Source: an optimization exercise on an open RTL-to-GDS flow (aim: small area and a short achievable clock period). Production flows keep margins and buffers that such runs may drop.
No activity file was given, so power comes from the tool's default toggle rates.

==> run a: inputs <==
Design SDC_fft, start of the top module:
module SDC_fft #(
    parameter width = 12
) (
    input clk, rst_n,
    input signed [width-1:0] R, I,
    output signed [width-1:0] R_out, I_out,
    output done
);
    reg [4:0] count;
    always @(posedge clk or negedge rst_n) begin
        if (!rst_n) count <= 0;
        else if (count != 27) count <= count + 1'b1;
    end
    assign done = count[4] & count[3] & ~count[2] & count[1] & count[0];
    reg [3:0] cu;
    reg sel_2, sel_3, sel_4;
    always @(posedge clk or negedge rst_n) begin
        if (!rst_n) begin
            cu <= 0; sel_2 <= 0; sel_3 <= 0; sel_4 <= 0;
        end else begin
            cu <= cu + 1'b1;
            sel_4 <= cu[3]; sel_3 <= cu[2]; sel_2 <= cu[1];
        end
    end
    wire sel_1 = cu[0];
    reg [3:0] c1; reg [2:0] a1; reg s1sel;
    always @(posedge clk or negedge rst_n) begin
        if (!rst_n) begin
            c1 <= 0; a1 <= 0; s1sel <= 0;
  ...
clock: 10.0 ns
lec_check: 0
abc_clock_period_in_ps: 4000
cap_margin: 20
core_margin: 2
core_utilization: 40
setup_slack_margin: 5
slew_margin: 20
run.sh (not shown) runs the stock make flow with config.mk's settings and CLKGATE_MAP_FILE= SYNTH_SCRIPT=/design/flow/synth_recipe.tcl, a recipe that flattens the netlist after the stock synthesis.
==> inputs of run b, as changes to run a <==
==> flow/flow/run.sh (new file) <==
#!/bin/bash
set -o pipefail
export SETUP_SLACK_MARGIN=5.7
bash standard.sh > standard.log 2>&1
==> flow/standard.sh (new file) <==
#!/bin/bash
# synth_recipe.tcl (not shown) runs the flow's synth.tcl, then flattens the netlist and writes it again
# the make line also repeats each setting of config.mk as NAME=value (left out here)
make -C /OpenROAD-flow-scripts/flow DESIGN_CONFIG=/design/flow/config.mk WORK_HOME=/design/flow/orfs CLKGATE_MAP_FILE= SYNTH_SCRIPT=/design/flow/synth_recipe.tcl "${@:-finish}"
- ABC_CLOCK_PERIOD_IN_PS: 4000 -> 4300
- SETUP_SLACK_MARGIN: 5 -> default
removed: flow/run.sh
==> inputs of run c, as changes to run a <==
--- a/flow/design.v
+++ b/flow/design.v
@@ -78,42 +78,52 @@
     reg signed [11:0] e1r, e1i;              
     reg [2:0] e1t;                           
     reg signed [11:0] p1r, p1i;              
     reg signed [12:0] p1a, p1b;              
     reg [2:0] p1t;
     reg [15:0] q1a, q1b;                     
-    reg [11:0] g1s, g1c; reg g1l;            
+    reg [21:0] g1s, g1c;                     
     reg signed [11:0] h1;                    
     wire [2:0] t1 = {a1[1:0], a1[2]};        
     wire [15:0] o1re = 16'd1 << e1t;
     wire [15:0] o1im = 16'd256 << p1t;
-    wire [11:0] r1s, r1c; wire r1l;
+    wire [21:0] r1s, r1c;
+    wire [21:0] g1t = g1s + g1c;
     rotA16 u_r1 (.vr(p1r), .vi(p1i), .a(p1a), .b(p1b), .d0(q1a), .d1(q1b),
-                 .os(r1s), .oc(r1c), .ol(r1l));
+                 .os(r1s), .oc(r1c));
     always @(posedge clk) begin
         d11 <= f11;
         r1vr <= f12;
         if (!sel_1) begin
             e1r <= r1vr; e1i <= f12; e1t <= t1;
         end
         p1r <= e1r; p1i <= e1i; p1t <= e1t;
         p1a <= e1r + e1i; p1b <= e1i - e1r;
         q1a <= sel_1 ? o1re : o1im;
         q1b <= sel_1 ? o1re : o1im;
-        g1s <= r1s; g1c <= r1c; g1l <= r1l;
-        h1 <= g1s + g1c + g1l;
+        g1s <= r1s; g1c <= r1c;
+        h1 <= g1t[21:10];
     end
     wire signed [11:0] s1nr = s1sel ? h1 : d11;
     wire signed [11:0] line2_1 = s1sel ? d11 : h1;
     reg signed [11:0] b12 [0:3];
     always @(posedge clk) begin
         b12[0] <= s1nr;
         for (k = 1; k < 4; k = k + 1) b12[k] <= b12[k-1];
     end
     wire signed [11:0] line1_1 = b12[3];
     wire signed [11:0] f21 = line1_1 + line2_1, f22 = line1_1 - line2_1;
+    wire ov2 = (line1_1[11] != line2_1[11]) & (f22[11] != line1_1[11]);
+    wire [12:0] x2a = {r2vr[11], r2vr}, x2b = {line1_1[11], line1_1}, x2c = ~{line2_1[11], line2_1};
+    wire [12:0] a2s = x2a ^ x2b ^ x2c;
+    wire [12:0] a2c = (x2a & x2b) | (x2a & x2c) | (x2b & x2c);
+    wire [12:0] a3s = a2s + {a2c[11:0], 1'b1};
+    wire [12:0] y2a = ~{r2vr[11], r2vr};
+    wire [12:0] b2s = y2a ^ x2b ^ x2c;
+    wire [12:0] b2c = (y2a & x2b) | (y2a & x2c) | (x2b & x2c);
+    wire [12:0] b3s = b2s + {b2c[11:0], 1'b1} + 13'd1;
     wire rs2 = ~sel_1;
     reg signed [11:0] d21;
     reg signed [11:0] r2vr;
     reg signed [11:0] p2r, p2i;
     reg signed [12:0] p2a, p2b;
     reg [1:0] p2m;
@@ -128,13 +138,14 @@
                 .ysel(ysel), .byp(byp), .zsel(zsel), .o(r2o));
     always @(posedge clk) begin
         d21 <= f21;
         r2vr <= f22;
         if (!rs2) begin
             p2r <= r2vr; p2i <= f22;
-            p2a <= r2vr + f22; p2b <= f22 - r2vr;
+            p2a <= {a3s[12] ^ ov2, a3s[11:0]};
+            p2b <= {b3s[12] ^ ov2, b3s[11:0]};
             p2m <= m2;
         end
         xb <= (!nim & (nm == 2'd3)) | (nim & (nm == 2'd1));
         ng <= nim & (nm == 2'd3);
         ny <= nim;
         ysel <= !nim ? ((nm == 2'd1) ? 2'd0 : 2'd1) : ((nm == 2'd1) ? 2'd2 : 2'd3);
@@ -171,25 +182,30 @@
     end
     wire signed [11:0] line1_3 = b32[7];
     wire signed [11:0] line1_3n = b32[6];
     wire signed [11:0] line2_3n = sel_4 ? f31 : h3[6];
     wire signed [11:0] l14 = line1_3 + line2_3;
     wire signed [11:0] l24 = line1_3 - line2_3;
-    wire signed [11:0] l14n = line1_3n + line2_3n;
+    wire [13:0] u1 = {{2{line1_2[11]}}, line1_2}, u2 = {{2{line2_2[11]}}, line2_2};
+    wire [13:0] u3 = {line1_3n[11], line1_3n, 1'b0};
+    wire [13:0] us = u1 ^ u2 ^ u3;
+    wire [13:0] uc = (u1 & u2) | (u1 & u3) | (u2 & u3);
+    wire [13:0] ut = us + {uc[12:0], 1'b0};
+    wire signed [11:0] l14n = sel_4 ? ut[12:1] : line1_3n + h3[6];
     reg signed [11:0] l2ro, rreg, ioreg;
     always @(posedge clk) begin
         l2ro <= l24;
         rreg <= sel_1 ? l2ro : l14;
         ioreg <= sel_1 ? l24 : l14n;
     end
     assign R_out = rreg;
     assign I_out = ioreg;
 endmodule
 module rotA16 (input signed [11:0] vr, vi, input signed [12:0] a, b,
     input [15:0] d0, d1,
-    output [11:0] os, oc, output ol);
+    output [21:0] os, oc);
   wire r1 = (d0[0] & vr[0]) | (d0[8] & vi[0]) | (d0[1] & vr[0]) | (d0[9] & vi[0]) | (d0[2] & a[0]) | (d0[10] & b[0]) | (d0[3] & vi[0]) | (d0[11] & ~vr[0]) | (d0[4] & vi[0]) | (d0[12] & ~vr[0]) | (d0[5] & vi[0]) | (d0[13] & ~vr[0]) | (d0[6] & b[0]) | (d0[14] & ~a[0]) | (d0[7] & ~vr[0]) | (d0[15] & ~vi[0]);
   wire r2 = (d0[0] & vr[1]) | (d0[8] & vi[1]) | (d0[1] & vr[1]) | (d0[9] & vi[1]) | (d0[2] & a[1]) | (d0[10] & b[1]) | (d0[3] & vi[1]) | (d0[11] & ~vr[1]) | (d0[4] & vi[1]) | (d0[12] & ~vr[1]) | (d0[5] & vi[1]) | (d0[13] & ~vr[1]) | (d0[6] & b[1]) | (d0[14] & ~a[1]) | (d0[7] & ~vr[1]) | (d0[15] & ~vi[1]);
   wire r3 = (d0[0] & vr[2]) | (d0[8] & vi[2]) | (d0[1] & vr[2]) | (d0[9] & vi[2]) | (d0[2] & a[2]) | (d0[10] & b[2]) | (d0[3] & vi[2]) | (d0[11] & ~vr[2]) | (d0[4] & vi[2]) | (d0[12] & ~vr[2]) | (d0[5] & vi[2]) | (d0[13] & ~vr[2]) | (d0[6] & b[2]) | (d0[14] & ~a[2]) | (d0[7] & ~vr[2]) | (d0[15] & ~vi[2]);
   wire r4 = (d0[0] & vr[3]) | (d0[8] & vi[3]) | (d0[1] & vr[3]) | (d0[9] & vi[3]) | (d0[2] & a[3]) | (d0[10] & b[3]) | (d0[3] & vi[3]) | (d0[11] & ~vr[3]) | (d0[4] & vi[3]) | (d0[12] & ~vr[3]) | (d0[5] & vi[3]) | (d0[13] & ~vr[3]) | (d0[6] & b[3]) | (d0[14] & ~a[3]) | (d0[7] & ~vr[3]) | (d0[15] & ~vi[3]);
   wire r5 = (d0[0] & vr[4]) | (d0[8] & vi[4]) | (d0[1] & vr[4]) | (d0[9] & vi[4]) | (d0[2] & a[4]) | (d0[10] & b[4]) | (d0[3] & vi[4]) | (d0[11] & ~vr[4]) | (d0[4] & vi[4]) | (d0[12] & ~vr[4]) | (d0[5] & vi[4]) | (d0[13] & ~vr[4]) | (d0[6] & b[4]) | (d0[14] & ~a[4]) | (d0[7] & ~vr[4]) | (d0[15] & ~vi[4]);
   wire r6 = (d0[0] & vr[5]) | (d0[8] & vi[5]) | (d0[1] & vr[5]) | (d0[9] & vi[5]) | (d0[2] & a[5]) | (d0[10] & b[5]) | (d0[3] & vi[5]) | (d0[11] & ~vr[5]) | (d0[4] & vi[5]) | (d0[12] & ~vr[5]) | (d0[5] & vi[5]) | (d0[13] & ~vr[5]) | (d0[6] & b[5]) | (d0[14] & ~a[5]) | (d0[7] & ~vr[5]) | (d0[15] & ~vi[5]);
@@ -493,16 +509,14 @@
   wire c304 = (c262 & s263) | (c262 & k123) | (s263 & k123);
   wire s305 = c264 ^ r11 ^ r25;
   wire c306 = (c264 & r11) | (c264 & r25) | (r11 & r25);
   wire s307 = r12 ^ k124;
   wire [21:0] A309 = {c306, c304, c302, c300, c298, c296, c294, c292, c290, c288, c286, c284, c282, c280, c278, c276, c274, c272, c270, c268, c266, s265};
   wire [21:0] B310 = {s307, s305, s303, s301, s299, s297, s295, s293, s291, s289, s287, s285, s283, s281, s279, s277, s275, s273, s271, s269, s267, k108};
-  wire [10:0] L312 = A309[9:0] + B310[9:0];
-  assign os = A309[21:10];
-  assign oc = B310[21:10];
-  assign ol = L312[10];
+  assign os = A309;
+  assign oc = B310;
 endmodule
 module rot8b (input signed [11:0] vr, vi, input signed [12:0] a, b,
     input xb, ng, ny, input [1:0] ysel, input byp, input [1:0] zsel,
     output [11:0] o);
   wire [12:0] xs = xb ? b : a;
   wire [12:0] ys = ysel[1] ? (ysel[0] ? a : {vr[11], vr}) : (ysel[0] ? b : {vi[11], vi});
==> flow/flow/run.sh (new file) <==
#!/bin/bash
set -o pipefail
export SETUP_SLACK_MARGIN=5.7
bash standard.sh > standard.log 2>&1
==> flow/standard.sh (new file) <==
#!/bin/bash
# synth_recipe.tcl (not shown) runs the flow's synth.tcl, then flattens the netlist and writes it again
# the make line also repeats each setting of config.mk as NAME=value (left out here)
make -C /OpenROAD-flow-scripts/flow DESIGN_CONFIG=/design/flow/config.mk WORK_HOME=/design/flow/orfs CLKGATE_MAP_FILE= SYNTH_SCRIPT=/design/flow/synth_recipe.tcl "${@:-finish}"
- SETUP_SLACK_MARGIN: 5 -> default
removed: flow/run.sh
==> notes <==
In run b the combinational power is higher than in run a, by 9.5%. Critical path depth: run a < run c < run b. Of run a and run c, run c has the higher fmax (gap 1.4%, measured against run c). Between run c and run a, the lower clock power is in run c (gap about 4%, measured against run a). The highest clock skew belongs to run b, the lowest to run a. The highest via count belongs to run c, the lowest to run a.
Function was not checked in any run of this note: the RTL went through the layout flow alone.

afterwards: timing with drivers on the ports:
Ports are ideal in the flow. The routed layouts listed here were re-timed in OpenROAD.
Step 1, drivers: a clkbuf_16 drives clk and a buf_2 each remaining input, both assumed.
Step 2 also shifts input and output timing later by t, the mid clock arrival at the registers, as if the neighbouring blocks saw the same clock.
a / b / c = no drivers / after step 1 / after step 2; a / b = the first two.
run | shift t [ns] | setup WS [ns] | pins driven straight from the clock port
run a | 0.697 | 5.154 / 5.154 / 5.154 | 1
run b | 0.695 | 5.276 / 5.276 / 5.276 | 1
run c | 0.691 | 5.222 / 5.222 / 5.222 | 1
After both steps every run listed still meets setup and hold.
